What follows belongs to an exercise in optimizing a design on an open flow for small area; a production flow would make more cautious choices.
Only simulation tests tie the RTL to the original design; equivalence was not proved.
Power is estimated from default activity; no workload was simulated.

$ cat flow/flow/run.sh
#!/bin/bash
# Own flow: the standard ORFS layout (standard.sh) with these changes:
# - synthesis: ABC maps the logic with an area-only script
#   (flow/abc_area_own.script) and Yosys's adder extraction is off, so ABC sees
#   all of the logic. Flip-flops are mapped before ABC, exactly as in the
#   standard synthesis.
# - every port still gets its own buffer, but a sky130_fd_sc_hd__buf_1.
# - clock tree: clkbuf_4/clkbuf_8 buffers and no dummy loads.
set -euo pipefail
W=$PWD
{ cat "$W/flow/abc_proc.tcl"; cat "$W/synth_recipe.tcl"; } > "$W/own_synth.tcl"
export OWN_ABC_SCRIPT="$W/flow/abc_area_own.script"
bash "$W/standard.sh" SYNTH_SCRIPT="$W/own_synth.tcl" ADDER_MAP_FILE= \
  BUFFER_PORTS_ARGS="-buffer_cell sky130_fd_sc_hd__buf_1" \
  CTS_ARGS="-sink_clustering_enable -repair_clock_nets -dont_use_dummy_load -buf_list {sky130_fd_sc_hd__clkbuf_4 sky130_fd_sc_hd__clkbuf_8}" \
  finish > "$W/flow_make.log" 2>&1
$ cat flow/flow/abc_area_own.script
strash
&get -n
&deepsyn -T 60
&put
dch
amap -m -F 3 -A 8
topo
stime -c
$ cat flow/flow/abc_proc.tcl
# Use this flow's own ABC script for the combinational mapping; flip-flops are
# mapped before ABC runs and are left exactly as the standard synthesis makes them.
proc abc {args} {
  set i [lsearch -exact $args -script]
  if {$i >= 0} { lset args [expr {$i + 1}] $::env(OWN_ABC_SCRIPT) }
  yosys abc {*}$args
}
$ cat flow/standard.sh
#!/bin/bash
# synth_recipe.tcl (not shown) runs the flow's synth.tcl, then flattens the netlist and writes it again
# the make line also repeats each setting of config.mk as NAME=value (left out here)
make -C /OpenROAD-flow-scripts/flow DESIGN_CONFIG=/design/flow/config.mk WORK_HOME=/design/flow/orfs CLKGATE_MAP_FILE= SYNTH_SCRIPT=/design/flow/synth_recipe.tcl "${@:-finish}"
$ cat flow/config.mk
export PLATFORM = sky130hd
export DESIGN_NAME = IOTDF
export DESIGN_NICKNAME = IOTDF
export VERILOG_FILES = /design/flow/design.v
export SDC_FILE = /design/flow/constraint.sdc
export NUM_CORES = 4
export LEC_CHECK = 0
export ABC_AREA = 1
export CAP_MARGIN = 20
export CORE_MARGIN = 2
export CORE_UTILIZATION = 50
export SLEW_MARGIN = 20
$ cat flow/constraint.sdc
create_clock -name core_clock -period 8.0 [get_ports {clk}]
set_input_delay 1.6000 -clock core_clock [delete_from_list [all_inputs] [get_ports {clk}]]
set_output_delay 1.6000 -clock core_clock [all_outputs]
set_load 0.01 [all_outputs]
$ cat flow/design.v
`timescale 1ns/10ps
module IOTDF( clk, rst, in_en, iot_in, fn_sel, busy, valid, iot_out);
input          clk;
input          rst;
input          in_en;
input  [7:0]   iot_in;
input  [2:0]   fn_sel;
output         busy;
output         valid;
output [127:0] iot_out;
integer m;
reg [2:0] state;
reg [3:0] cnt;
reg       f1;
reg       valid_r;
assign busy  = 1'b0;
assign valid = valid_r;
wire des   = ~state[2] & ~(state[1] & state[0]);
wire enc   = state[0];
wire crcm  = state[1] & state[0];
wire sortm = state[2];
wire first = (cnt == 4'd0);
wire [3:0] cnt_n = cnt + 4'd1;
always @(posedge clk or posedge rst) begin
    if (rst) begin
        state   <= 3'd0;
        cnt     <= 4'd0;
        f1      <= 1'b0;
        valid_r <= 1'b0;
    end else begin
        if (state == 3'd0) state <= fn_sel;
        if (state != 3'd0) cnt <= cnt_n;
        if (cnt == 4'd15) f1 <= 1'b1;
        valid_r <= (cnt == 4'd15) & f1;
    end
end
reg [127:0] nS;
wire [127:0] S = ~nS;
wire [7:0] bin = (sortm & ~cnt[3]) ?
    {iot_in[6], iot_in[7], iot_in[4], iot_in[5], iot_in[2], iot_in[3], iot_in[0], iot_in[1]} : iot_in;
always @(posedge clk) nS <= {~bin, nS[127:8]};
reg [31:0] nL, nR;
reg [27:0] nC, nD;
reg [7:0]  nPAR;
wire [31:0] L = ~nL, R = ~nR;
wire [27:0] C = ~nC, D = ~nD;
wire [7:0] PAR = ~nPAR;
wire [63:0] s_ip;
wire [55:0] s_pc1;
wire [7:0]  s_par;
IP   u_IPs (.i(S[63:0]),   .o(s_ip));
PC1  u_PC1s(.i(S[127:64]), .o(s_pc1));
PARX u_PARs(.i(S[127:64]), .o(s_par));
reg s1;
always @(posedge clk)
    s1 <= enc ? (cnt_n == 4'd1 || cnt_n == 4'd2 || cnt_n == 4'd9  || cnt_n == 4'd0)
              : (cnt_n == 4'd1 || cnt_n == 4'd8 || cnt_n == 4'd15 || cnt_n == 4'd0);
wire ky1 = enc & s1;
wire ky2 = enc & ~s1;
wire ky0 = ~enc;
wire [27:0] kC = ({28{ky1}} & {C[26:0], C[27]}) | ({28{ky2}} & {C[25:0], C[27:26]}) | ({28{ky0}} & C);
wire [27:0] kD = ({28{ky1}} & {D[26:0], D[27]}) | ({28{ky2}} & {D[25:0], D[27:26]}) | ({28{ky0}} & D);
wire [47:0] K;
PC2 u_PC2 (.i({kC, kD}), .o(K));
wire [31:0] f_out;
F u_F (.R(R), .K(K), .o(f_out));
wire [63:0] v_lo_raw;
wire [63:0] v_hi;
FP     u_FPv (.i({L, R}), .o(v_lo_raw));
PC1INV u_PIv (.i({C, D, PAR}), .o(v_hi));
wire [127:0] V;
genvar g;
generate for (g = 0; g < 32; g = g + 1) begin : g_vlo
    assign V[2*g]   = v_lo_raw[2*g+1];
    assign V[2*g+1] = v_lo_raw[2*g];
end endgenerate
assign V[127:64] = v_hi;
function gt8(input [7:0] a, input [7:0] b);
    integer j;
    reg r;
    begin
        r = 1'b0;
        for (j = 0; j < 8; j = j + 1) r = (a[j] & ~b[j]) | (~(a[j] ^ b[j]) & r);
        gt8 = r;
    end
endfunction
reg [15:0] selA, selB;
reg sw;
always @(*) begin
    for (m = 0; m < 8; m = m + 1) begin
        sw = gt8(V[16*m +: 8], V[16*m+8 +: 8]) && (cnt != ((2*m+2) % 16));
        selA[2*m+1]          = sortm & ~sw;
        selB[2*m+1]          = sortm & sw;
        selA[(2*m+2) % 16]   = sortm & sw;
        selB[(2*m+2) % 16]   = sortm & ~sw;
    end
end
wire [127:0] Vn;
generate for (g = 0; g < 16; g = g + 1) begin : g_vn
    assign Vn[8*g +: 8] = ({8{selA[g]}} & V[16*(((g+15)%16)/2) +: 8]) |
                          ({8{selB[g]}} & V[16*(((g+15)%16)/2)+8 +: 8]);
end endgenerate
wire [127:0] Vt;
generate for (g = 0; g < 32; g = g + 1) begin : g_vt
    assign Vt[2*g]   = Vn[2*g+1];
    assign Vt[2*g+1] = Vn[2*g];
end endgenerate
assign Vt[127:64] = Vn[127:64];
wire [63:0] t_ip;
wire [55:0] t_pc1;
wire [7:0]  t_par;
IP   u_IPt (.i(Vt[63:0]),   .o(t_ip));
PC1  u_PC1t(.i(Vt[127:64]), .o(t_pc1));
PARX u_PARt(.i(Vt[127:64]), .o(t_par));
wire el1 = des & enc & s1;
wire el2 = des & enc & ~s1;
wire dr1 = des & ~enc & s1;
wire dr2 = des & ~enc & ~s1;
wire [31:0] uL   = ({32{des}} & R) | t_ip[63:32];
wire [31:0] uR   = ({32{des}} & (L ^ f_out)) | t_ip[31:0];
wire [27:0] uC   = ({28{el1}} & {C[26:0], C[27]}) | ({28{el2}} & {C[25:0], C[27:26]}) |
                   ({28{dr1}} & {C[0], C[27:1]})  | ({28{dr2}} & {C[1:0], C[27:2]}) | t_pc1[55:28];
wire [27:0] uD   = ({28{el1}} & {D[26:0], D[27]}) | ({28{el2}} & {D[25:0], D[27:26]}) |
                   ({28{dr1}} & {D[0], D[27:1]})  | ({28{dr2}} & {D[1:0], D[27:2]}) | t_pc1[27:0];
wire [7:0]  uPAR = ({8{des}}  & PAR) | t_par;
always @(posedge clk) begin
    if (first) begin
        {nL, nR} <= ~s_ip;
        {nC, nD} <= ~s_pc1;
        nPAR     <= ~s_par;
    end else begin
        nL   <= ~uL;
        nR   <= ~uR;
        nC   <= ~uC;
        nD   <= ~uD;
        nPAR <= ~uPAR;
    end
end
function [2:0] mulx(input [2:0] a);
    mulx = {a[1:0], 1'b0} ^ (a[2] ? 3'b101 : 3'b000);
endfunction
function [2:0] crc_step(input [2:0] b0, input [7:0] d);
    integer j;
    reg [2:0] a, r;
    begin
        a = b0;
        for (j = 0; j < 6; j = j + 1) a = mulx(a);
        r = 3'd0;
        for (j = 7; j >= 0; j = j - 1) r = mulx(r) ^ {2'b00, d[j]};
        for (j = 0; j < 4; j = j + 1) r = mulx(r);
        crc_step = a ^ r;
    end
endfunction
reg [2:0] crc;
always @(posedge clk) crc <= crc_step(first ? 3'd0 : crc, S[7:0]);
wire [63:0] o_lo;
wire [63:0] o_hi;
FP     u_FPo (.i({uR, uL}), .o(o_lo));
PC1INV u_PIo (.i({uC, uD, uPAR}), .o(o_hi));
assign iot_out = {o_hi, o_lo[63:3], o_lo[2:0] | ({3{crcm}} & crc)};
endmodule
module PC1INV(
    input  [63:0] i,
    output [63:0] o
);
assign o = {i[56], i[48], i[40], i[8], i[12], i[20], i[28], i[7], i[57], i[49], i[41], i[9], i[13], i[21], i[29], i[6], i[58], i[50], i[42], i[10], i[14], i[22], i[30], i[5], i[59], i[51], i[43], i[11], i[15], i[23], i[31], i[4], i[60], i[52], i[44], i[36], i[16], i[24], i[32], i[3], i[61], i[53], i[45], i[37], i[17], i[25], i[33], i[2], i[62], i[54], i[46], i[38], i[18], i[26], i[34], i[1], i[63], i[55], i[47], i[39], i[19], i[27], i[35], i[0]};
endmodule
module PARX(
    input  [63:0] i,
    output [7:0] o
);
assign o = {i[56], i[48], i[40], i[32], i[24], i[16], i[8], i[0]};
endmodule
module F(
    input  [31:0] R,
    input  [47:0] K,
    output [31:0] o
);
wire [47:0] R_exp;
Expansion u_Expansion(.i(R), .o(R_exp));
wire [47:0] R_xor_K = R_exp ^ K;
wire [31:0] S_o;
S1 u_S1 (.i(R_xor_K[47:42]), .o(S_o[31:28]));
S2 u_S2 (.i(R_xor_K[41:36]), .o(S_o[27:24]));
S3 u_S3 (.i(R_xor_K[35:30]), .o(S_o[23:20]));
S4 u_S4 (.i(R_xor_K[29:24]), .o(S_o[19:16]));
S5 u_S5 (.i(R_xor_K[23:18]), .o(S_o[15:12]));
S6 u_S6 (.i(R_xor_K[17:12]), .o(S_o[11:8]));
S7 u_S7 (.i(R_xor_K[11:6]), .o(S_o[7:4]));
S8 u_S8 (.i(R_xor_K[5:0]), .o(S_o[3:0]));
P u_P (.i(S_o), .o(o));
endmodule
module PC1(
    input  [63:0] i,
    output [55:0] o
);
assign o = {
    i[7], i[15], i[23], i[31], i[39], i[47], i[55], i[63],
    i[6], i[14], i[22], i[30], i[38], i[46], i[54], i[62], 
    i[5], i[13], i[21], i[29], i[37], i[45], i[53], i[61],
    i[4], i[12], i[20], i[28],
    i[1], i[9], i[17], i[25], i[33], i[41], i[49], i[57],
    i[2], i[10], i[18], i[26], i[34], i[42], i[50], i[58],
    i[3], i[11], i[19], i[27], i[35], i[43], i[51], i[59],
    i[36], i[44], i[52], i[60]
};
endmodule
module PC2(
    input  [55:0] i,
    output [47:0] o
);
assign o = {
    i[42], i[39], i[45], i[32], i[55], i[51], i[53], i[28],
    i[41], i[50], i[35], i[46], i[33], i[37], i[44], i[52],
    i[30], i[48], i[40], i[49], i[29], i[36], i[43], i[54],
    i[15], i[4], i[25], i[19], i[9], i[1], i[26], i[16],
    i[5], i[11], i[23], i[8], i[12], i[7], i[17], i[0],
    i[22], i[3], i[10], i[14], i[6], i[20], i[27], i[24]
};
endmodule
module IP(
    input  [63:0] i,
    output [63:0] o
);
assign o = {
    i[6], i[14], i[22], i[30], i[38], i[46], i[54], i[62],
    i[4], i[12], i[20], i[28], i[36], i[44], i[52], i[60],
    i[2], i[10], i[18], i[26], i[34], i[42], i[50], i[58],
    i[0], i[8], i[16], i[24], i[32], i[40], i[48], i[56],
    i[7], i[15], i[23], i[31], i[39], i[47], i[55], i[63],
    i[5], i[13], i[21], i[29], i[37], i[45], i[53], i[61],
    i[3], i[11], i[19], i[27], i[35], i[43], i[51], i[59],
    i[1], i[9], i[17], i[25], i[33], i[41], i[49], i[57]
};
endmodule
module FP(
    input  [63:0] i,
    output [63:0] o
);
assign o = {
    i[24], i[56], i[16], i[48], i[8], i[40], i[0], i[32],
    i[25], i[57], i[17], i[49], i[9], i[41], i[1], i[33],
    i[26], i[58], i[18], i[50], i[10], i[42], i[2], i[34],
    i[27], i[59], i[19], i[51], i[11], i[43], i[3], i[35],
    i[28], i[60], i[20], i[52], i[12], i[44], i[4], i[36],
    i[29], i[61], i[21], i[53], i[13], i[45], i[5], i[37],
    i[30], i[62], i[22], i[54], i[14], i[46], i[6], i[38],
    i[31], i[63], i[23], i[55], i[15], i[47], i[7], i[39]
};
endmodule
module P(
    input  [31:0] i,
    output [31:0] o
);
assign o = {
    i[16], i[25], i[12], i[11], i[3], i[20], i[4], i[15],
    i[31], i[17], i[9], i[6], i[27], i[14], i[1], i[22],
    i[30], i[24], i[8], i[18], i[0], i[5], i[29], i[23],
    i[13], i[19], i[2], i[26], i[10], i[21], i[28], i[7]
};
endmodule
module Expansion(
    input  [31:0] i,
    output [47:0] o
);
assign o = {
    i[0], i[31], i[30], i[29], i[28], i[27],
    i[28], i[27], i[26], i[25], i[24], i[23],
    i[24], i[23], i[22], i[21], i[20], i[19],
    i[20], i[19], i[18], i[17], i[16], i[15],
    i[16], i[15], i[14], i[13], i[12], i[11],
    i[12], i[11], i[10], i[9], i[8], i[7],
    i[8], i[7], i[6], i[5], i[4], i[3],
    i[4], i[3], i[2], i[1], i[0], i[31]
};
endmodule
module CSL1(
    input [27:0] i,
    output [27:0] o
);
assign o = {i[26:0], i[27]};
endmodule
module CSL2(
    input [27:0] i,
    output [27:0] o
);
assign o = {i[25:0], i[27:26]};
endmodule
module S1(
    input [5:0] i,
    output [3:0] o
);
reg [3:0] o_r;
assign o = o_r;
always @(*) begin
    case(i)
        6'b000000: o_r = 4'd14;
        6'b000010: o_r = 4'd4;
        6'b000100: o_r = 4'd13;
        6'b000110: o_r = 4'd1;
        6'b001000: o_r = 4'd2;
        6'b001010: o_r = 4'd15;
        6'b001100: o_r = 4'd11;
        6'b001110: o_r = 4'd8;
        6'b010000: o_r = 4'd3;
        6'b010010: o_r = 4'd10;
        6'b010100: o_r = 4'd6;
        6'b010110: o_r = 4'd12;
        6'b011000: o_r = 4'd5;
        6'b011010: o_r = 4'd9;
        6'b011100: o_r = 4'd0;
        6'b011110: o_r = 4'd7;
        6'b000001: o_r = 4'd0;
        6'b000011: o_r = 4'd15;
        6'b000101: o_r = 4'd7;
        6'b000111: o_r = 4'd4;
        6'b001001: o_r = 4'd14;
        6'b001011: o_r = 4'd2;
        6'b001101: o_r = 4'd13;
        6'b001111: o_r = 4'd1;
        6'b010001: o_r = 4'd10;
        6'b010011: o_r = 4'd6;
        6'b010101: o_r = 4'd12;
        6'b010111: o_r = 4'd11;
        6'b011001: o_r = 4'd9;
        6'b011011: o_r = 4'd5;
        6'b011101: o_r = 4'd3;
        6'b011111: o_r = 4'd8;
        6'b100000: o_r = 4'd4;
        6'b100010: o_r = 4'd1;
        6'b100100: o_r = 4'd14;
        6'b100110: o_r = 4'd8;
        6'b101000: o_r = 4'd13;
        6'b101010: o_r = 4'd6;
        6'b101100: o_r = 4'd2;
        6'b101110: o_r = 4'd11;
        6'b110000: o_r = 4'd15;
        6'b110010: o_r = 4'd12;
        6'b110100: o_r = 4'd9;
        6'b110110: o_r = 4'd7;
        6'b111000: o_r = 4'd3;
        6'b111010: o_r = 4'd10;
        6'b111100: o_r = 4'd5;
        6'b111110: o_r = 4'd0;
        6'b100001: o_r = 4'd15;
        6'b100011: o_r = 4'd12;
        6'b100101: o_r = 4'd8;
        6'b100111: o_r = 4'd2;
        6'b101001: o_r = 4'd4;
        6'b101011: o_r = 4'd9;
        6'b101101: o_r = 4'd1;
        6'b101111: o_r = 4'd7;
        6'b110001: o_r = 4'd5;
        6'b110011: o_r = 4'd11;
        6'b110101: o_r = 4'd3;
        6'b110111: o_r = 4'd14;
        6'b111001: o_r = 4'd10;
        6'b111011: o_r = 4'd0;
        6'b111101: o_r = 4'd6;
        6'b111111: o_r = 4'd13;
    endcase
end
endmodule
module S2(
    input [5:0] i,
    output [3:0] o
);
reg [3:0] o_r;
assign o = o_r;
always @(*) begin
    case(i)
        6'b000000: o_r = 4'd15;
        6'b000010: o_r = 4'd1;
        6'b000100: o_r = 4'd8;
        6'b000110: o_r = 4'd14;
        6'b001000: o_r = 4'd6;
        6'b001010: o_r = 4'd11;
        6'b001100: o_r = 4'd3;
        6'b001110: o_r = 4'd4;
        6'b010000: o_r = 4'd9;
        6'b010010: o_r = 4'd7;
        6'b010100: o_r = 4'd2;
        6'b010110: o_r = 4'd13;
        6'b011000: o_r = 4'd12;
        6'b011010: o_r = 4'd0;
        6'b011100: o_r = 4'd5;
        6'b011110: o_r = 4'd10;
        6'b000001: o_r = 4'd3;
        6'b000011: o_r = 4'd13;
        6'b000101: o_r = 4'd4;
        6'b000111: o_r = 4'd7;
        6'b001001: o_r = 4'd15;
        6'b001011: o_r = 4'd2;
        6'b001101: o_r = 4'd8;
        6'b001111: o_r = 4'd14;
        6'b010001: o_r = 4'd12;
        6'b010011: o_r = 4'd0;
        6'b010101: o_r = 4'd1;
        6'b010111: o_r = 4'd10;
        6'b011001: o_r = 4'd6;
        6'b011011: o_r = 4'd9;
        6'b011101: o_r = 4'd11;
        6'b011111: o_r = 4'd5;
        6'b100000: o_r = 4'd0;
        6'b100010: o_r = 4'd14;
        6'b100100: o_r = 4'd7;
        6'b100110: o_r = 4'd11;
        6'b101000: o_r = 4'd10;
        6'b101010: o_r = 4'd4;
        6'b101100: o_r = 4'd13;
        6'b101110: o_r = 4'd1;
        6'b110000: o_r = 4'd5;
        6'b110010: o_r = 4'd8;
        6'b110100: o_r = 4'd12;
        6'b110110: o_r = 4'd6;
        6'b111000: o_r = 4'd9;
        6'b111010: o_r = 4'd3;
        6'b111100: o_r = 4'd2;
        6'b111110: o_r = 4'd15;
        6'b100001: o_r = 4'd13;
        6'b100011: o_r = 4'd8;
        6'b100101: o_r = 4'd10;
        6'b100111: o_r = 4'd1;
        6'b101001: o_r = 4'd3;
        6'b101011: o_r = 4'd15;
        6'b101101: o_r = 4'd4;
        6'b101111: o_r = 4'd2;
        6'b110001: o_r = 4'd11;
        6'b110011: o_r = 4'd6;
        6'b110101: o_r = 4'd7;
        6'b110111: o_r = 4'd12;
        6'b111001: o_r = 4'd0;
        6'b111011: o_r = 4'd5;
        6'b111101: o_r = 4'd14;
        6'b111111: o_r = 4'd9;
    endcase
end
endmodule
module S3(
    input [5:0] i,
    output [3:0] o
);
reg [3:0] o_r;
assign o = o_r;
always @(*) begin
    case(i)
        6'b000000: o_r = 4'd10;
        6'b000010: o_r = 4'd0;
        6'b000100: o_r = 4'd9;
        6'b000110: o_r = 4'd14;
        6'b001000: o_r = 4'd6;
        6'b001010: o_r = 4'd3;
        6'b001100: o_r = 4'd15;
        6'b001110: o_r = 4'd5;
        6'b010000: o_r = 4'd1;
        6'b010010: o_r = 4'd13;
        6'b010100: o_r = 4'd12;
        6'b010110: o_r = 4'd7;
        6'b011000: o_r = 4'd11;
        6'b011010: o_r = 4'd4;
        6'b011100: o_r = 4'd2;
        6'b011110: o_r = 4'd8;
        6'b000001: o_r = 4'd13;
        6'b000011: o_r = 4'd7;
        6'b000101: o_r = 4'd0;
        6'b000111: o_r = 4'd9;
        6'b001001: o_r = 4'd3;
        6'b001011: o_r = 4'd4;
        6'b001101: o_r = 4'd6;
        6'b001111: o_r = 4'd10;
        6'b010001: o_r = 4'd2;
        6'b010011: o_r = 4'd8;
        6'b010101: o_r = 4'd5;
        6'b010111: o_r = 4'd14;
        6'b011001: o_r = 4'd12;
        6'b011011: o_r = 4'd11;
        6'b011101: o_r = 4'd15;
        6'b011111: o_r = 4'd1;
        6'b100000: o_r = 4'd13;
        6'b100010: o_r = 4'd6;
        6'b100100: o_r = 4'd4;
        6'b100110: o_r = 4'd9;
        6'b101000: o_r = 4'd8;
        6'b101010: o_r = 4'd15;
        6'b101100: o_r = 4'd3;
        6'b101110: o_r = 4'd0;
        6'b110000: o_r = 4'd11;
        6'b110010: o_r = 4'd1;
        6'b110100: o_r = 4'd2;
        6'b110110: o_r = 4'd12;
        6'b111000: o_r = 4'd5;
        6'b111010: o_r = 4'd10;
        6'b111100: o_r = 4'd14;
        6'b111110: o_r = 4'd7;
        6'b100001: o_r = 4'd1;
        6'b100011: o_r = 4'd10;
        6'b100101: o_r = 4'd13;
        6'b100111: o_r = 4'd0;
        6'b101001: o_r = 4'd6;
        6'b101011: o_r = 4'd9;
        6'b101101: o_r = 4'd8;
        6'b101111: o_r = 4'd7;
        6'b110001: o_r = 4'd4;
        6'b110011: o_r = 4'd15;
        6'b110101: o_r = 4'd14;
        6'b110111: o_r = 4'd3;
        6'b111001: o_r = 4'd11;
        6'b111011: o_r = 4'd5;
        6'b111101: o_r = 4'd2;
        6'b111111: o_r = 4'd12;
    endcase
end
endmodule
module S4(
    input [5:0] i,
    output [3:0] o
);
reg [3:0] o_r;
assign o = o_r;
always @(*) begin
    case(i)
        6'b000000: o_r = 4'd7;
        6'b000010: o_r = 4'd13;
        6'b000100: o_r = 4'd14;
        6'b000110: o_r = 4'd3;
        6'b001000: o_r = 4'd0;
        6'b001010: o_r = 4'd6;
        6'b001100: o_r = 4'd9;
        6'b001110: o_r = 4'd10;
        6'b010000: o_r = 4'd1;
        6'b010010: o_r = 4'd2;
        6'b010100: o_r = 4'd8;
        6'b010110: o_r = 4'd5;
        6'b011000: o_r = 4'd11;
        6'b011010: o_r = 4'd12;
        6'b011100: o_r = 4'd4;
        6'b011110: o_r = 4'd15;
        6'b000001: o_r = 4'd13;
        6'b000011: o_r = 4'd8;
        6'b000101: o_r = 4'd11;
        6'b000111: o_r = 4'd5;
        6'b001001: o_r = 4'd6;
        6'b001011: o_r = 4'd15;
        6'b001101: o_r = 4'd0;
        6'b001111: o_r = 4'd3;
        6'b010001: o_r = 4'd4;
        6'b010011: o_r = 4'd7;
        6'b010101: o_r = 4'd2;
        6'b010111: o_r = 4'd12;
        6'b011001: o_r = 4'd1;
        6'b011011: o_r = 4'd10;
        6'b011101: o_r = 4'd14;
        6'b011111: o_r = 4'd9;
        6'b100000: o_r = 4'd10;
        6'b100010: o_r = 4'd6;
        6'b100100: o_r = 4'd9;
        6'b100110: o_r = 4'd0;
        6'b101000: o_r = 4'd12;
        6'b101010: o_r = 4'd11;
        6'b101100: o_r = 4'd7;
        6'b101110: o_r = 4'd13;
        6'b110000: o_r = 4'd15;
        6'b110010: o_r = 4'd1;
        6'b110100: o_r = 4'd3;
        6'b110110: o_r = 4'd14;
        6'b111000: o_r = 4'd5;
        6'b111010: o_r = 4'd2;
        6'b111100: o_r = 4'd8;
        6'b111110: o_r = 4'd4;
        6'b100001: o_r = 4'd3;
        6'b100011: o_r = 4'd15;
        6'b100101: o_r = 4'd0;
        6'b100111: o_r = 4'd6;
        6'b101001: o_r = 4'd10;
        6'b101011: o_r = 4'd1;
        6'b101101: o_r = 4'd13;
        6'b101111: o_r = 4'd8;
        6'b110001: o_r = 4'd9;
        6'b110011: o_r = 4'd4;
        6'b110101: o_r = 4'd5;
        6'b110111: o_r = 4'd11;
        6'b111001: o_r = 4'd12;
        6'b111011: o_r = 4'd7;
        6'b111101: o_r = 4'd2;
        6'b111111: o_r = 4'd14;
    endcase
end
endmodule
module S5(
    input [5:0] i,
    output [3:0] o
);
reg [3:0] o_r;
assign o = o_r;
always @(*) begin
    case(i)
        6'b000000: o_r = 4'd2;
        6'b000010: o_r = 4'd12;
        6'b000100: o_r = 4'd4;
        6'b000110: o_r = 4'd1;
        6'b001000: o_r = 4'd7;
        6'b001010: o_r = 4'd10;
        6'b001100: o_r = 4'd11;
        6'b001110: o_r = 4'd6;
        6'b010000: o_r = 4'd8;
        6'b010010: o_r = 4'd5;
        6'b010100: o_r = 4'd3;
        6'b010110: o_r = 4'd15;
        6'b011000: o_r = 4'd13;
        6'b011010: o_r = 4'd0;
        6'b011100: o_r = 4'd14;
        6'b011110: o_r = 4'd9;
        6'b000001: o_r = 4'd14;
        6'b000011: o_r = 4'd11;
        6'b000101: o_r = 4'd2;
        6'b000111: o_r = 4'd12;
        6'b001001: o_r = 4'd4;
        6'b001011: o_r = 4'd7;
        6'b001101: o_r = 4'd13;
        6'b001111: o_r = 4'd1;
        6'b010001: o_r = 4'd5;
        6'b010011: o_r = 4'd0;
        6'b010101: o_r = 4'd15;
        6'b010111: o_r = 4'd10;
        6'b011001: o_r = 4'd3;
        6'b011011: o_r = 4'd9;
        6'b011101: o_r = 4'd8;
        6'b011111: o_r = 4'd6;
        6'b100000: o_r = 4'd4;
        6'b100010: o_r = 4'd2;
        6'b100100: o_r = 4'd1;
        6'b100110: o_r = 4'd11;
        6'b101000: o_r = 4'd10;
        6'b101010: o_r = 4'd13;
        6'b101100: o_r = 4'd7;
        6'b101110: o_r = 4'd8;
        6'b110000: o_r = 4'd15;
        6'b110010: o_r = 4'd9;
        6'b110100: o_r = 4'd12;
        6'b110110: o_r = 4'd5;
        6'b111000: o_r = 4'd6;
        6'b111010: o_r = 4'd3;
        6'b111100: o_r = 4'd0;
        6'b111110: o_r = 4'd14;
        6'b100001: o_r = 4'd11;
        6'b100011: o_r = 4'd8;
        6'b100101: o_r = 4'd12;
        6'b100111: o_r = 4'd7;
        6'b101001: o_r = 4'd1;
        6'b101011: o_r = 4'd14;
        6'b101101: o_r = 4'd2;
        6'b101111: o_r = 4'd13;
        6'b110001: o_r = 4'd6;
        6'b110011: o_r = 4'd15;
        6'b110101: o_r = 4'd0;
        6'b110111: o_r = 4'd9;
        6'b111001: o_r = 4'd10;
        6'b111011: o_r = 4'd4;
        6'b111101: o_r = 4'd5;
        6'b111111: o_r = 4'd3;
    endcase
end
endmodule
module S6(
    input [5:0] i,
    output [3:0] o
);
reg [3:0] o_r;
assign o = o_r;
always @(*) begin
    case(i)
        6'b000000: o_r = 4'd12;
        6'b000010: o_r = 4'd1;
        6'b000100: o_r = 4'd10;
        6'b000110: o_r = 4'd15;
        6'b001000: o_r = 4'd9;
        6'b001010: o_r = 4'd2;
        6'b001100: o_r = 4'd6;
        6'b001110: o_r = 4'd8;
        6'b010000: o_r = 4'd0;
        6'b010010: o_r = 4'd13;
        6'b010100: o_r = 4'd3;
        6'b010110: o_r = 4'd4;
        6'b011000: o_r = 4'd14;
        6'b011010: o_r = 4'd7;
        6'b011100: o_r = 4'd5;
        6'b011110: o_r = 4'd11;
        6'b000001: o_r = 4'd10;
        6'b000011: o_r = 4'd15;
        6'b000101: o_r = 4'd4;
        6'b000111: o_r = 4'd2;
        6'b001001: o_r = 4'd7;
        6'b001011: o_r = 4'd12;
        6'b001101: o_r = 4'd9;
        6'b001111: o_r = 4'd5;
        6'b010001: o_r = 4'd6;
        6'b010011: o_r = 4'd1;
        6'b010101: o_r = 4'd13;
        6'b010111: o_r = 4'd14;
        6'b011001: o_r = 4'd0;
        6'b011011: o_r = 4'd11;
        6'b011101: o_r = 4'd3;
        6'b011111: o_r = 4'd8;
        6'b100000: o_r = 4'd9;
        6'b100010: o_r = 4'd14;
        6'b100100: o_r = 4'd15;
        6'b100110: o_r = 4'd5;
        6'b101000: o_r = 4'd2;
        6'b101010: o_r = 4'd8;
        6'b101100: o_r = 4'd12;
        6'b101110: o_r = 4'd3;
        6'b110000: o_r = 4'd7;
        6'b110010: o_r = 4'd0;
        6'b110100: o_r = 4'd4;
        6'b110110: o_r = 4'd10;
        6'b111000: o_r = 4'd1;
        6'b111010: o_r = 4'd13;
        6'b111100: o_r = 4'd11;
        6'b111110: o_r = 4'd6;
        6'b100001: o_r = 4'd4;
        6'b100011: o_r = 4'd3;
        6'b100101: o_r = 4'd2;
        6'b100111: o_r = 4'd12;
        6'b101001: o_r = 4'd9;
        6'b101011: o_r = 4'd5;
        6'b101101: o_r = 4'd15;
        6'b101111: o_r = 4'd10;
        6'b110001: o_r = 4'd11;
        6'b110011: o_r = 4'd14;
        6'b110101: o_r = 4'd1;
        6'b110111: o_r = 4'd7;
        6'b111001: o_r = 4'd6;
        6'b111011: o_r = 4'd0;
        6'b111101: o_r = 4'd8;
        6'b111111: o_r = 4'd13;
    endcase
end
endmodule
module S7(
    input [5:0] i,
    output [3:0] o
);
reg [3:0] o_r;
assign o = o_r;
always @(*) begin
    case(i)
        6'b000000: o_r = 4'd4;
        6'b000010: o_r = 4'd11;
        6'b000100: o_r = 4'd2;
        6'b000110: o_r = 4'd14;
        6'b001000: o_r = 4'd15;
        6'b001010: o_r = 4'd0;
        6'b001100: o_r = 4'd8;
        6'b001110: o_r = 4'd13;
        6'b010000: o_r = 4'd3;
        6'b010010: o_r = 4'd12;
        6'b010100: o_r = 4'd9;
        6'b010110: o_r = 4'd7;
        6'b011000: o_r = 4'd5;
        6'b011010: o_r = 4'd10;
        6'b011100: o_r = 4'd6;
        6'b011110: o_r = 4'd1;
        6'b000001: o_r = 4'd13;
        6'b000011: o_r = 4'd0;
        6'b000101: o_r = 4'd11;
        6'b000111: o_r = 4'd7;
        6'b001001: o_r = 4'd4;
        6'b001011: o_r = 4'd9;
        6'b001101: o_r = 4'd1;
        6'b001111: o_r = 4'd10;
        6'b010001: o_r = 4'd14;
        6'b010011: o_r = 4'd3;
        6'b010101: o_r = 4'd5;
        6'b010111: o_r = 4'd12;
        6'b011001: o_r = 4'd2;
        6'b011011: o_r = 4'd15;
        6'b011101: o_r = 4'd8;
        6'b011111: o_r = 4'd6;
        6'b100000: o_r = 4'd1;
        6'b100010: o_r = 4'd4;
        6'b100100: o_r = 4'd11;
        6'b100110: o_r = 4'd13;
        6'b101000: o_r = 4'd12;
        6'b101010: o_r = 4'd3;
        6'b101100: o_r = 4'd7;
        6'b101110: o_r = 4'd14;
        6'b110000: o_r = 4'd10;
        6'b110010: o_r = 4'd15;
        6'b110100: o_r = 4'd6;
        6'b110110: o_r = 4'd8;
        6'b111000: o_r = 4'd0;
        6'b111010: o_r = 4'd5;
        6'b111100: o_r = 4'd9;
        6'b111110: o_r = 4'd2;
        6'b100001: o_r = 4'd6;
        6'b100011: o_r = 4'd11;
        6'b100101: o_r = 4'd13;
        6'b100111: o_r = 4'd8;
        6'b101001: o_r = 4'd1;
        6'b101011: o_r = 4'd4;
        6'b101101: o_r = 4'd10;
        6'b101111: o_r = 4'd7;
        6'b110001: o_r = 4'd9;
        6'b110011: o_r = 4'd5;
        6'b110101: o_r = 4'd0;
        6'b110111: o_r = 4'd15;
        6'b111001: o_r = 4'd14;
        6'b111011: o_r = 4'd2;
        6'b111101: o_r = 4'd3;
        6'b111111: o_r = 4'd12;
    endcase
end
endmodule
module S8(
    input [5:0] i,
    output [3:0] o
);
reg [3:0] o_r;
assign o = o_r;
always @(*) begin
    case(i)
        6'b000000: o_r = 4'd13;
        6'b000010: o_r = 4'd2;
        6'b000100: o_r = 4'd8;
        6'b000110: o_r = 4'd4;
        6'b001000: o_r = 4'd6;
        6'b001010: o_r = 4'd15;
        6'b001100: o_r = 4'd11;
        6'b001110: o_r = 4'd1;
        6'b010000: o_r = 4'd10;
        6'b010010: o_r = 4'd9;
        6'b010100: o_r = 4'd3;
        6'b010110: o_r = 4'd14;
        6'b011000: o_r = 4'd5;
        6'b011010: o_r = 4'd0;
        6'b011100: o_r = 4'd12;
        6'b011110: o_r = 4'd7;
        6'b000001: o_r = 4'd1;
        6'b000011: o_r = 4'd15;
        6'b000101: o_r = 4'd13;
        6'b000111: o_r = 4'd8;
        6'b001001: o_r = 4'd10;
        6'b001011: o_r = 4'd3;
        6'b001101: o_r = 4'd7;
        6'b001111: o_r = 4'd4;
        6'b010001: o_r = 4'd12;
        6'b010011: o_r = 4'd5;
        6'b010101: o_r = 4'd6;
        6'b010111: o_r = 4'd11;
        6'b011001: o_r = 4'd0;
        6'b011011: o_r = 4'd14;
        6'b011101: o_r = 4'd9;
        6'b011111: o_r = 4'd2;
        6'b100000: o_r = 4'd7;
        6'b100010: o_r = 4'd11;
        6'b100100: o_r = 4'd4;
        6'b100110: o_r = 4'd1;
        6'b101000: o_r = 4'd9;
        6'b101010: o_r = 4'd12;
        6'b101100: o_r = 4'd14;
        6'b101110: o_r = 4'd2;
        6'b110000: o_r = 4'd0;
        6'b110010: o_r = 4'd6;
        6'b110100: o_r = 4'd10;
        6'b110110: o_r = 4'd13;
        6'b111000: o_r = 4'd15;
        6'b111010: o_r = 4'd3;
        6'b111100: o_r = 4'd5;
        6'b111110: o_r = 4'd8;
        6'b100001: o_r = 4'd2;
        6'b100011: o_r = 4'd1;
        6'b100101: o_r = 4'd14;
        6'b100111: o_r = 4'd7;
        6'b101001: o_r = 4'd4;
        6'b101011: o_r = 4'd10;
        6'b101101: o_r = 4'd8;
        6'b101111: o_r = 4'd13;
        6'b110001: o_r = 4'd15;
        6'b110011: o_r = 4'd12;
        6'b110101: o_r = 4'd9;
        6'b110111: o_r = 4'd0;
        6'b111001: o_r = 4'd3;
        6'b111011: o_r = 4'd5;
        6'b111101: o_r = 4'd6;
        6'b111111: o_r = 4'd11;
    endcase
end
endmodule
==> results.py, run 1 <==
metrics = {
    "yosys": {
        "ys_seq_area_share_pct": 39.3,
        "avgSynthCellArea_sq_um": 7.28,
        "syn_nets": 1914,
        "syn_area_sq_mm": 0.0138,
        "async_reset_ff_share_pct": 3.35,
        "ys_ff_latch": 269,
        "synth_top_cells_by_count": "nor2_1, a21oi_1, dfxtp_1",
        "netlist.area_leader.share_pct": 37.6,
        "yosys.cell_types.count": 43,
        "synth_area_leaders": "dfxtp_1, a21oi_1, nor2_1",
        "synth_ff_type": "dfxtp_1",
        "syn_inst": 1900,
        "synth_top_cell_by_area": "dfxtp_1",
        "synth_warnings": 9,
        "synth_edf_count": 0,
        "yosysMostFrequentCell": "nor2_1",
    },
    "setup_path": {
        "cp-end-kind": "primary output",
        "start_kind": "flip-flop",
        "r2r_start": "state[0]",
        "path_cells": "nand2_1 -> buf_4 -> o22ai_1 -> a21oi_1 -> o21ai_0 -> clkinv_1 -> a21oi_1 -> nand2_1 -> o21ai_0 -> nor2_1 -> a21oi_1 -> nor2_1 -> o32ai_1 -> nand2_1 -> a222oi_1 -> o21ai_0 -> buf_1",
        "path_delay_family": "compound AO/OA/AOI/OAI gates",
        "reg2reg_depth": 17,
        "critPathSlowestCell": "dfrtp_1",
        "arrival_ps": 6040,
        "critPathMaxFanout": 28,
        "path_buf_inv": 3,
        "slowest_delay_ps": 710,
        "reg2reg_to": "nR[31]",
        "regToRegSetupSlack_ps": 2400,
        "cp.required_ps": 6400,
        "worstSetupPathType": "flip-flop to primary output",
    },
    "sta": {
        "slew_violations": 0,
        "skew_ps": 86.0,
        "slew_headroom_pct": 19.5,
        "fin_crit_ps": 7640,
        "finalHoldViolCount": 0,
        "finalSetupViolCount": 0,
        "worst_pin_slew_ps": 1190,
        "final.setup.tns_ps": 0,
        "period_share_pct": 95.6,
        "rsz0062_at_grt": "false",
        "max_freq_mhz": 131,
    },
    "grt": {
        "grt-ovfl-total": 0,
        "antenna_found_initial": 0,
        "grt_pass1_wl_mm": 81.2,
        "grt.total_usage_pct": 36.1,
        "grt_max_degree": 109,
        "first_global_vias": 14400,
    },
    "power": {
        "powerDensity_mw_per_mm2": 210,
        "vdd_drop_max_mv": 0.191,
        "p_leak_uw": 0.00576,
    },
    "detailed_routing": {
        "initialDrtViolationCount": 2913,
        "wl_per_cell_um": 21.9,
        "wl_mm": 53.9,
        "ant_nets": 0,
        "num_vias": 16100,
        "vias_per_cell": 6.55,
        "firstDrtPassIters": 9,
        "drc": 0,
    },
    "clock_tree": {
        "cts_made_buffers": 44,
        "cts_buffer_depth": 3,
        "cts_tree": "yes",
        "clock_latency_ps": 560,
        "cts_resized": 0,
        "cts-root-buf": "clkbuf_8",
        "clock_sinks": 269,
        "clk_pin_slew_ps": 70,
        "postCtsHoldBufs": 0,
        "h-tree-depth": 2,
    },
    "floorplanning": {
        "io_pins": 144,
        "rows": 60,
        "die_h_um": 170,
        "coreArea_sq_mm": 0.0270,
        "initial_core_util_pct": 51.2,
        "fp.dieArea_sq_mm": 0.0290,
        "die_x_um": 170,
    },
    "placement": {
        "gp_congestion": 0.998,
        "place_area_sq_mm": 0.0150,
        "io_buffers": 141,
        "dp_hpwl_mm": 41.0,
    },
    "finish": {
        "syn2layout_area_growth_pct": 13.1,
        "drive_above_1_share_pct": 3.83,
        "final_area_sq_mm": 0.0156,
        "fin_nets": 2133,
        "insertedDiodeCount": 0,
        "fill_cells": 2635,
    },
    "hold_path": {
        "min_to": "nS[19]",
        "hold_depth": 0,
        "worstHoldStart": "nS[27]",
        "hold_class": "flip-flop to flip-flop",
    },
    "outcome": {
        "status": "no timing/DRC/antenna violations",
    },
    "job": {
        "maxCapViolations": 0,
    },
}
==> cells in the final DEF, fill, tap and decap left out, drive strengths merged, types with 6 or more instances in the layout <==
cell / instances
a22oi: 41
nor2: 359
dfrtp: 9
nand2: 111
o32ai: 13
a21oi: 273
o22ai: 72
o22a: 14
nand3: 6
clkbuf: 44
nor3: 22
o221ai: 75
buf: 174
o211ai: 14
o21a: 11
clkinv: 232
o21ai: 252
a31oi: 12
dfxtp: 260
a222oi: 51
a211oi: 11
==> metrics by stage <==
stage / power, uW / hold slack [ps] / utilization, % / setup slack [ps] / std cells
final: 3290 / 315 / 57.9 / 355 / 2458
after floorplan: 2030 / 331 / - / 926 / 1900
after CTS: 3270 / 315 / 57.9 / 518 / 2457
after detailed placement: 2320 / 336 / 55.6 / 1120 / 2413
after global placement: 2320 / 334 / 55.6 / 1200 / 2413
after global routing: 3440 / 333 / 57.9 / 137 / 2458
==> power by group <==
part | internal (uW) | total [uW] | switching [uW] | leakage [uW]
clock | 484 | 962 | 479 | 0.000316
combinational | 266 | 832 | 566 | 0.00315
sequential | 1420 | 1490 | 73.9 | 0.00230
==> worst max path at each step <==
stage	end	slack, ps	cells past startpoint	from
after global routing	iot_out[0]	140	17	state[0]
final	iot_out[0]	360	17	state[0]
after detailed placement	iot_out[2]	1120	19	state[0]
after global placement	iot_out[2]	1200	19	state[0]
after CTS	iot_out[2]	520	19	state[0]
after floorplan	iot_out[68]	930	9	state[0]
==> timing repair <==
item	4_1_cts	5_1_grt
setup buffers	0	1
endpoints found under the setup margin	0	1
endpoints found under the hold margin	0	0
==> kinds of logic (layout without fill, tap and decap cells) <==
logic type | Yosys count | count (layout) | synth area share [%]
AOI/OAI and AO/OA | 877 | 877 | 39.6
and+or+nand+nor | 517 | 517 | 14.6
DFF | 269 | 269 | 39.3
buffers and inverters | 235 | 452 | 6.40
other | 1 | 1 | 0.0271
xor gates and xnor gates | 1 | 1 | 0.0633
==> state kept, by name, indices dropped and copies added (netlist names) <==
signal,count
nL,32
state,3
s1,1
crc,3
nR,32
nPAR,8
valid_r,1
nC,28
nS,128
f1,1
cnt,4
nD,28
==> layer usage <==
metal | part of all wire (%) | GRT usage (%) | vias to the layer above
met5 | 0 | 0 | -
met3 | 11 | 7.35 | 192
li1 | - | - | 7489
met1 | 41 | 48.4 | 7304
met4 | 4.9 | 15.9 | 0
met2 | 43 | 56.1 | 1110
==> cell type report <==
type / instances / area [sq um] / area share [%]
clock buffers: 44 / 606 / 3.87
inverters: 234 / 883 / 5.65
multi-input cells: 1396 / 7520 / 48.1
flip-flops and latches: 269 / 5430 / 34.7
well taps: 341 / 427 / 2.73
repair buffers: 174 / 777 / 4.97
==> run 2: changes to the inputs <==
--- a/flow/design.v
+++ b/flow/design.v
@@ -34,11 +34,10 @@
         valid_r <= (cnt == 4'd15) & f1;
     end
 end
-reg [127:0] nS;
-wire [127:0] S = ~nS;
+reg [127:0] S;
 wire [7:0] bin = (sortm & ~cnt[3]) ?
     {iot_in[6], iot_in[7], iot_in[4], iot_in[5], iot_in[2], iot_in[3], iot_in[0], iot_in[1]} : iot_in;
-always @(posedge clk) nS <= {~bin, nS[127:8]};
+always @(posedge clk) S <= {bin, S[127:8]};
 reg [31:0] nL, nR;
 reg [27:0] nC, nD;
 reg [7:0]  nPAR;
==> results.py, run 2 <==
metrics = {
    "clock_tree": {
        "clock_sinks": 269,
        "cts-root-buf": "clkbuf_8",
        "clock_latency_ps": 580,
        "cts_buffer_depth": 3,
        "h-tree-depth": 2,
        "cts_made_buffers": 43,
        "post_cts_buffers": 0,
        "postCtsHoldBufs": 0,
        "cts_resized": 0,
        "clk_pin_slew_ps": 60,
        "cts_tree": "yes",
    },
    "sta": {
        "rsz0062_at_grt": "false",
        "fin_crit_ps": 7470,
        "worst_pin_slew_ps": 1140,
        "timing.final.ws_setup_ps": 525,
        "finalHoldViolCount": 0,
        "slew_violations": 0,
        "period_share_pct": 93.4,
        "skew_ps": 86.9,
        "max_freq_mhz": 134,
        "slew_headroom_pct": 23.6,
        "finalSetupViolCount": 0,
        "final.setup.tns_ps": 0,
    },
    "job": {
        "maxCapViolations": 0,
    },
    "yosys": {
        "yosysMostFrequentCell": "dfxtp_1",
        "ys_ff_latch": 269,
        "syn_inst": 1789,
        "synth_edf_count": 0,
        "netlist.area_leader.share_pct": 38.4,
        "synth_warnings": 9,
        "yosys.cell_types.count": 39,
        "syn_area_sq_mm": 0.0136,
        "synth_ff_type": "dfxtp_1",
        "ys_seq_area_share_pct": 40.1,
        "synth_area_leaders": "dfxtp_1, o21ai_0, o22ai_1",
        "synth_top_cell_by_area": "dfxtp_1",
        "synth_top_cells_by_count": "dfxtp_1, o21ai_0, clkinv_1",
        "syn_nets": 1803,
        "avgSynthCellArea_sq_um": 7.58,
        "async_reset_ff_share_pct": 3.35,
    },
    "floorplanning": {
        "die_x_um": 169,
        "fp.dieArea_sq_mm": 0.0284,
        "io_pins": 144,
        "rows": 60,
        "coreArea_sq_mm": 0.0268,
        "die_h_um": 169,
        "initial_core_util_pct": 50.6,
    },
    "finish": {
        "drive_above_1_share_pct": 4.04,
        "layout_common_cells": "dfxtp_1, o21ai_0, clkinv_1",
        "fill_cells": 2610,
        "regMostFlops": "S",
        "final_common_cell": "dfxtp_1",
        "largest_register_ffs": 128,
        "reg_top3": "S: 128 flops, nL: 32 flops, nR: 32 flops",
        "final_cells": 2345,
        "syn2layout_area_growth_pct": 13.4,
        "fin_nets": 2020,
        "insertedDiodeCount": 0,
    },
    "setup_path": {
        "arrival_ps": 5870,
        "cp-end-kind": "primary output",
        "start_kind": "flip-flop",
        "regToRegSetupSlack_ps": 2630,
        "cp.required_ps": 6400,
        "crit_end": "iot_out[2]",
        "critPathMaxFanout": 14,
        "worstSetupPathType": "flip-flop to primary output",
        "reg2reg_depth": 22,
        "crit_start": "state[0]",
        "r2r_start": "state[0]",
        "reg2reg_to": "nR[14]",
    },
    "grt": {
        "first_global_vias": 14300,
        "grt.total_usage_pct": 36.9,
        "antenna_found_initial": 0,
        "grt_pass1_wl_mm": 81.6,
        "grt-ovfl-total": 0,
        "grt_max_degree": 90,
    },
    "detailed_routing": {
        "drc": 0,
        "num_vias": 15800,
        "firstDrtPassIters": 11,
        "wl_mm": 54.7,
        "ant_nets": 0,
        "wl_per_cell_um": 23.3,
        "initialDrtViolationCount": 2301,
        "vias_per_cell": 6.74,
    },
    "power": {
        "vdd_drop_max_mv": 0.183,
        "p_total_uw": 3290,
        "p_leak_uw": 0.00544,
        "powerDensity_mw_per_mm2": 214,
    },
    "placement": {
        "gp_congestion": 0.955,
        "dp_slack_ps": 1380,
        "dp_cells": 2302,
        "dp_hpwl_mm": 41.4,
        "io_buffers": 141,
    },
    "outcome": {
        "status": "no timing/DRC/antenna violations",
    },
    "hold_path": {
        "hold_depth": 0,
        "worstHoldStart": "S[18]",
        "hold_class": "flip-flop to flip-flop",
    },
}
-- run 2: changes by cell type after synthesis, sizes merged, moves of 4 or more --
cell / change
clkinv: +14
a221oi: +5
a22oi: +5
o22a: +7
a21oi: -129
a32oi: -4
o22ai: +113
nor3: +8
o211ai: -5
o32a: -5
a31oi: -5
nor2: -121
nand2: +9
a222oi: +6
-- run 2: cells by family after synthesis --
family / synth area share, %
compound gates: 41.1
xor+xnor: 0.194
buf+inv: 6.92
flops: 40.1
other cells: 0.0277
simple gates: 11.7
-- run 2: worst min-delay path by stage --
stage | slack (ps) | endpoint
after floorplan | 330 | S[102]
after global placement | 330 | S[12]
after detailed placement | 340 | S[112]
after CTS | 320 | S[10]
after global routing | 320 | S[10]
final | 310 | S[10]
-- run 2: where the power goes --
group	internal (uW)	leakage (uW)	switching, uW	total, uW
registers	1420	0.00230	70.7	1490
clock network	474	0.000309	487	961
logic	267	0.00283	572	839
total	2160	0.00544	1130	3290
-- run 2: through the flow --
step	hold WS (ps)	instance area (sq um)	util (%)
after global placement	334	14800	55.1
after floorplan	331	13600	-
final	315	15400	57.3
after detailed placement	336	14800	55.1
after global routing	324	15400	57.3
after CTS	320	15400	57.3
-- run 2: critical path, stage by stage, from the launching register on --
cell      delay (ps)
dfrtp_1          550
nand2_1          420
o22ai_1          380
a21oi_1          120
o21ai_0          590
nor2_1           270
nor2_1           290
o21ai_0          230
clkinv_1         100
nor2_1            60
or3_1            420
o21ai_0          120
a21oi_1          130
a21oi_1          180
o21ai_0          140
nor2_1           110
a21oi_1           50
a222oi_1         760
o21ai_0          190
buf_1            180
-- run 2: cell type report --
class / count / area, sq um / share of cell area [%]
Sequential cell: 269 / 5430 / 35.3
Tap cell: 341 / 427 / 2.78
Timing Repair Buffer: 173 / 782 / 5.09
Clock buffer: 43 / 592 / 3.85
Multi-Input combinational cell: 1271 / 7210 / 46.9
Inverter: 248 / 933 / 6.07
-- run 2: routing by layer --
metal  vias up  GRT usage, %  part of all wire (%)
met5         -             0                     0
met4         0          17.0                   5.0
met3       176          5.89                    10
met2      1064          58.3                    44
met1      7314          49.9                    41
li1       7257             -                     -
==> run 3: changes to the inputs <==
--- a/flow/flow/run.sh
+++ b/flow/flow/run.sh
@@ -12,5 +12,5 @@
 export OWN_ABC_SCRIPT="$W/flow/abc_area_own.script"
 bash "$W/standard.sh" SYNTH_SCRIPT="$W/own_synth.tcl" ADDER_MAP_FILE= \
   BUFFER_PORTS_ARGS="-buffer_cell sky130_fd_sc_hd__buf_1" \
-  CTS_ARGS="-sink_clustering_enable -repair_clock_nets -dont_use_dummy_load -buf_list {sky130_fd_sc_hd__clkbuf_4 sky130_fd_sc_hd__clkbuf_8}" \
+  CTS_ARGS="-sink_clustering_enable -repair_clock_nets -dont_use_dummy_load -buf_list {sky130_fd_sc_hd__clkbuf_4}" \
   finish > "$W/flow_make.log" 2>&1
==> results.py, run 3 <==
metrics = {
    "outcome": {
        "status": "no timing/DRC/antenna violations",
    },
    "clock_tree": {
        "post_cts_buffers": 0,
        "cts_tree": "yes",
        "postCtsHoldBufs": 0,
        "clock_latency_ps": 720,
        "h-tree-depth": 3,
        "cts_made_buffers": 70,
        "cts_buffer_depth": 3,
        "cts_resized": 0,
        "cts-root-buf": "clkbuf_4",
        "clock_sinks": 269,
        "clk_pin_slew_ps": 60,
    },
    "floorplanning": {
        "io_pins": 144,
        "fp.dieArea_sq_mm": 0.0284,
        "initial_core_util_pct": 50.6,
        "die_x_um": 169,
        "coreArea_sq_mm": 0.0268,
        "rows": 60,
        "die_h_um": 169,
    },
    "setup_path": {
        "path_delay_family": "compound AO/OA/AOI/OAI gates",
        "path_buf_inv": 2,
        "slowest_delay_ps": 750,
        "critPathMaxFanout": 14,
        "cp-end-kind": "primary output",
        "arrival_ps": 5960,
        "path_cells": "nand2_1 -> o22ai_1 -> a21oi_1 -> o21ai_0 -> nor2_1 -> nor2_1 -> o21ai_0 -> clkinv_1 -> nor2_1 -> or3_1 -> o21ai_0 -> a21oi_1 -> a21oi_1 -> o21ai_0 -> nor2_1 -> a21oi_1 -> a222oi_1 -> o21ai_0 -> buf_1",
        "cp.required_ps": 6400,
        "worstSetupPathType": "flip-flop to primary output",
        "crit_top_cell": "o21ai_0",
        "start_kind": "flip-flop",
        "critPathSlowestCell": "a222oi_1",
    },
    "detailed_routing": {
        "num_vias": 15900,
        "wl_per_cell_um": 23.2,
        "firstDrtPassIters": 10,
        "route.met3.wl_mm": 5.74,
        "wl_mm": 55.1,
        "wl_met2_mm": 24.4,
        "top_layer": "met4",
        "drc": 0,
        "wl_met1_mm": 22.3,
        "vias_per_cell": 6.70,
        "initialDrtViolationCount": 2477,
        "ant_nets": 0,
    },
    "finish": {
        "final_common_cell": "dfxtp_1",
        "final_cells": 2374,
        "largest_register_ffs": 128,
        "reg_top3": "S: 128 flops, nL: 32 flops, nR: 32 flops",
        "drive_above_1_share_pct": 5.32,
        "regMostFlops": "S",
        "fin_nets": 2047,
        "layout_common_cells": "dfxtp_1, o21ai_0, clkinv_1",
        "syn2layout_area_growth_pct": 13.0,
    },
    "sta": {
        "final.setup.tns_ps": 0,
        "rsz0062_at_grt": "false",
        "finalHoldViolCount": 0,
        "fin_crit_ps": 7560,
        "slew_violations": 0,
        "finalSetupViolCount": 0,
        "period_share_pct": 94.5,
        "slew_headroom_pct": 22.3,
        "skew_ps": 101,
        "max_freq_mhz": 132,
        "hold_slack_ps": 334,
        "worst_pin_slew_ps": 1160,
    },
    "yosys": {
        "synth_ff_type": "dfxtp_1",
        "syn_nets": 1803,
        "synth_area_leaders": "dfxtp_1, o21ai_0, o22ai_1",
        "yosysMostFrequentCell": "dfxtp_1",
        "synth_edf_count": 0,
        "yosys.cell_types.count": 39,
        "syn_area_sq_mm": 0.0136,
        "synth_warnings": 9,
        "syn_inst": 1789,
        "async_reset_ff_share_pct": 3.35,
        "ys_ff_latch": 269,
        "netlist.area_leader.share_pct": 38.4,
        "synth_top_cell_by_area": "dfxtp_1",
        "synth_top_cells_by_count": "dfxtp_1, o21ai_0, clkinv_1",
        "avgSynthCellArea_sq_um": 7.58,
        "ys_seq_area_share_pct": 40.1,
    },
    "power": {
        "powerDensity_mw_per_mm2": 211,
        "p_leak_uw": 0.00545,
        "vdd_drop_max_mv": 0.162,
    },
    "placement": {
        "dp_hpwl_mm": 41.4,
        "dp_cells": 2302,
        "io_buffers": 141,
        "gp_congestion": 0.955,
    },
    "grt": {
        "grt-ovfl-total": 0,
        "antenna_found_initial": 1,
        "grt.total_usage_pct": 37.4,
        "first_global_vias": 14500,
        "grt_pass1_wl_mm": 82.3,
        "grt_max_degree": 90,
    },
    "job": {
        "maxCapViolations": 0,
    },
    "hold_path": {
        "hold_class": "flip-flop to flip-flop",
    },
}
## run 3: cells by family (layout without fill, tap and decap cells)
family,Yosys count,count (layout),synth area share (%)
XOR/XNOR,3,3,0.194
AND/OR/NAND/NOR,404,404,11.7
other,1,3,0.0277
buffers and inverters,249,491,6.92
AO/OA/AOI/OAI,863,863,41.1
flip-flops,269,269,40.1
## run 3: layout make-up
| class | instances | area (sq um) |
|---|---|---|
| inverter | 248 | 933 |
| tap | 341 | 427 |
| sequential | 269 | 5430 |
| timing repair buffer | 173 | 782 |
| clock buffer | 70 | 526 |
| antenna | 2 | 5.00 |
| multi-input combinational | 1271 | 7210 |
| fill | 2653 | 11500 |
## run 3: through the flow
stage | util (%) | power, uW | area (sq um) | setup slack, ps
2_1_floorplan | - | 2030 | 13600 | 459
3_3_place_gp | 55.1 | 2330 | 14800 | 1410
3_5_place_dp | 55.1 | 2330 | 14800 | 1380
4_1_cts | 57.1 | 3210 | 15300 | 626
5_1_grt | 57.1 | 3380 | 15300 | 31.2
6_report | 57.1 | 3230 | 15300 | 444
## run 3: where the power goes
part / switching, uW / internal (uW) / total (uW)
Clock: 499 / 397 / 897
Combinational: 573 / 267 / 840
Sequential: 70.9 / 1420 / 1490
## run 3: path summary, 6_finish.rpt
path                         endpoint  slack (ps)      from  cells after the start
max                        iot_out[2]         440  state[0]                     19
max reg2reg                    nR[14]        2680  state[0]                     22
min                             S[33]         330     S[41]                      0
max in group asynchronous      cnt[3]        7030       rst                      2
min in group asynchronous    state[2]         790       rst                      2
min reg2reg                     S[33]         330     S[41]                      0
## run 3: metal layers
| layer | track usage [%] | vias to the layer above |
|---|---|---|
| li1 | - | 7345 |
| met1 | 49.8 | 7307 |
| met2 | 59.6 | 1077 |
| met3 | 6.24 | 185 |
| met4 | 17.2 | 0 |
| met5 | 0 | - |
==> run 4: changes to the inputs <==
--- a/flow/flow/run.sh
+++ b/flow/flow/run.sh
@@ -12,5 +12,5 @@
 export OWN_ABC_SCRIPT="$W/flow/abc_area_own.script"
 bash "$W/standard.sh" SYNTH_SCRIPT="$W/own_synth.tcl" ADDER_MAP_FILE= \
   BUFFER_PORTS_ARGS="-buffer_cell sky130_fd_sc_hd__buf_1" \
-  CTS_ARGS="-sink_clustering_enable -repair_clock_nets -dont_use_dummy_load -buf_list {sky130_fd_sc_hd__clkbuf_4}" \
+  CTS_ARGS="-sink_clustering_enable -repair_clock_nets -dont_use_dummy_load -buf_list {sky130_fd_sc_hd__clkbuf_8} -sink_clustering_size 12 -sink_clustering_max_diameter 50" \
   finish > "$W/flow_make.log" 2>&1
==> results.py, run 4 <==
metrics = {
    "outcome": {
        "status": "no timing/DRC/antenna violations",
    },
    "placement": {
        "dp_hpwl_mm": 41.4,
        "gp_congestion": 0.955,
        "io_buffers": 141,
    },
    "power": {
        "powerDensity_mw_per_mm2": 204,
        "p_leak_uw": 0.00534,
        "vdd_drop_max_mv": 0.168,
    },
    "sta": {
        "finalSetupViolCount": 0,
        "slew_headroom_pct": 23.8,
        "slew_violations": 0,
        "finalHoldViolCount": 0,
        "fin_crit_ps": 7440,
        "skew_ps": 53.6,
        "worst_pin_slew_ps": 1140,
        "rsz0062_at_grt": "false",
        "max_freq_mhz": 134,
        "final.setup.tns_ps": 0,
        "period_share_pct": 93.0,
    },
    "detailed_routing": {
        "ant_nets": 0,
        "wl_mm": 54.5,
        "wl_per_cell_um": 23.4,
        "drc": 0,
        "vias_per_cell": 6.75,
        "firstDrtPassIters": 10,
        "num_vias": 15700,
        "initialDrtViolationCount": 2252,
    },
    "finish": {
        "syn2layout_area_growth_pct": 12.0,
        "insertedDiodeCount": 0,
        "fin_util_pct": 56.6,
        "reg_top3": "S: 128 flops, nL: 32 flops, nR: 32 flops",
        "drive_above_1_share_pct": 3.37,
        "regMostFlops": "S",
        "layout_common_cells": "dfxtp_1, o21ai_0, clkinv_1",
        "fin_nets": 2006,
        "largest_register_ffs": 128,
        "final_common_cell": "dfxtp_1",
    },
    "yosys": {
        "yosys.cell_types.count": 39,
        "synth_xor_area_share_pct": 0.194,
        "synth_top_cells_by_count": "dfxtp_1, o21ai_0, clkinv_1",
        "synth_compound_area_share_pct": 41.1,
        "synth_area_leaders": "dfxtp_1, o21ai_0, o22ai_1",
        "synth-simple-area-share_pct": 11.7,
        "netlist.area_leader.share_pct": 38.4,
        "synth_edf_count": 0,
        "synth_top_cell_by_area": "dfxtp_1",
        "syn_nets": 1803,
        "synth_top_family_by_area": "compound AO/OA/AOI/OAI gates",
        "yosysMostFrequentCell": "dfxtp_1",
        "synth_ff_type": "dfxtp_1",
        "muxShareOfSynthArea_pct": 0,
        "synth_fa_ha_area_share_pct": 0,
        "synth_warnings": 9,
        "avgSynthCellArea_sq_um": 7.58,
        "syn_area_sq_mm": 0.0136,
        "syn_inst": 1789,
        "ys_ff_latch": 269,
        "ys_seq_area_share_pct": 40.1,
        "async_reset_ff_share_pct": 3.35,
    },
    "grt": {
        "grt-ovfl-total": 0,
        "grt_pass1_wl_mm": 81.1,
        "first_global_vias": 14200,
        "grt_max_degree": 90,
        "antenna_found_initial": 0,
        "grt.total_usage_pct": 36.6,
    },
    "clock_tree": {
        "cts_made_buffers": 29,
        "cts_resized": 0,
        "postCtsHoldBufs": 0,
        "clock_sinks": 269,
        "h-tree-depth": 1,
        "clk_pin_slew_ps": 80,
        "clock_latency_ps": 600,
        "cts_tree": "yes",
        "cts_buffer_depth": 3,
        "post_cts_buffers": 0,
        "cts-root-buf": "clkbuf_8",
    },
    "floorplanning": {
        "rows": 60,
        "initial_core_util_pct": 50.6,
        "coreArea_sq_mm": 0.0268,
        "die_h_um": 169,
        "die_x_um": 169,
        "io_pins": 144,
        "fp.dieArea_sq_mm": 0.0284,
    },
    "setup_path": {
        "cp.required_ps": 6400,
        "critPathMaxFanout": 14,
        "start_kind": "flip-flop",
        "arrival_ps": 5840,
        "r2r_start": "state[0]",
        "cp-end-kind": "primary output",
        "regToRegSetupSlack_ps": 2730,
        "worstSetupPathType": "flip-flop to primary output",
        "reg2reg_to": "nR[14]",
        "reg2reg_depth": 22,
    },
    "hold_path": {
        "min_to": "S[10]",
        "hold_depth": 0,
        "worstHoldStart": "S[18]",
        "hold_class": "flip-flop to flip-flop",
    },
    "job": {
        "maxCapViolations": 0,
    },
}
## run 4: cell type report
cell class / count / area, sq um
fill: 2621 / 11600
timing repair buffer: 173 / 782
inverter: 248 / 933
clock buffer: 29 / 399
tap: 341 / 427
multi-input combinational: 1271 / 7210
sequential: 269 / 5430
## run 4: cells by family after synthesis
logic type      Yosys count
simple gates            404
flops                   269
other cells               1
xor+xnor                  3
compound gates          863
buf+inv                 249
## run 4: worst max path at each step
stage          cells after the start           to  startpoint  slack, ps
2_1_floorplan                      8   iot_out[2]      cnt[3]        460
3_3_place_gp                      19   iot_out[2]    state[0]       1410
3_5_place_dp                      18  iot_out[28]    state[0]       1380
4_1_cts                           19   iot_out[2]    state[0]        700
5_1_grt                           18  iot_out[28]    state[0]        100
6_report                          19   iot_out[2]    state[0]        560
## run 4: worst max-delay path: stages, from the launching register on
cell      delay [ps]
dfrtp_1          530
nand2_1          410
o22ai_1          390
a21oi_1          120
o21ai_0          590
nor2_1           260
nor2_1           280
o21ai_0          230
clkinv_1         100
nor2_1            60
or3_1            410
o21ai_0          120
a21oi_1          130
a21oi_1          180
o21ai_0          140
nor2_1           110
a21oi_1           50
a222oi_1         750
o21ai_0          190
buf_1            170
## run 4: per-layer routing
layer	part of all wire [%]	vias up	GRT usage [%]
met2	44	1024	58.5
met5	0	-	0
met1	41	7297	49.4
li1	-	7227	-
met4	4.6	0	15.5
met3	10	176	5.63
## run 4: where the power goes
part / switching [uW] / leakage (uW) / internal (uW)
Clock: 446 / 0.000209 / 320
Sequential: 70.8 / 0.00230 / 1420
Combinational: 573 / 0.00283 / 267
Total: 1090 / 0.00534 / 2000
## run 4: metrics by stage
stage / instances / worst slack [ps] / total power (uW) / cell area, sq um / hold WS, ps
after floorplan: 1789 / 459 / 2030 / 13600 / 331
after global placement: 2302 / 1410 / 2330 / 14800 / 334
after detailed placement: 2302 / 1380 / 2330 / 14800 / 336
after CTS: 2331 / 700 / 3080 / 15200 / 310
after global routing: 2331 / 97.2 / 3220 / 15200 / 328
final: 2331 / 561 / 3090 / 15200 / 323

==> afterwards: timing with drivers on the ports <==
In the flow no input, the clock included, has a driving cell. The finished layouts below were timed again as built, in two steps. Step 1 (the two cells are an assumption about what drives the block):
set clk [get_ports {clk}]
set_driving_cell -lib_cell sky130_fd_sc_hd__clkbuf_16 $clk
set_driving_cell -lib_cell sky130_fd_sc_hd__buf_2 [delete_from_list [all_inputs] $clk]
Step 2 times the ports against the registers' clock, not the clock port: input delays grow and output delays shrink by t, the midpoint of the rising clock arrivals with the driver on. Slacks: ideal ports / drivers / drivers and shift; pairs: ideal ports / drivers.
| run | shift t [ns] | slack for setup (ns) | hold slack, ns |
|---|---|---|---|
| run 1 | 0.568 | 0.355 / 0.307 / 0.875 | 0.315 / 0.315 / 0.315 |
| run 2 | 0.586 | 0.525 / 0.477 / 1.063 | 0.315 / 0.315 / 0.315 |
| run 3 | 0.721 | 0.444 / 0.394 / 1.115 | 0.334 / 0.334 / 0.334 |
| run 4 | 0.621 | 0.561 / 0.514 / 1.135 | 0.323 / 0.323 / 0.323 |
After both steps every run listed still meets setup and hold.
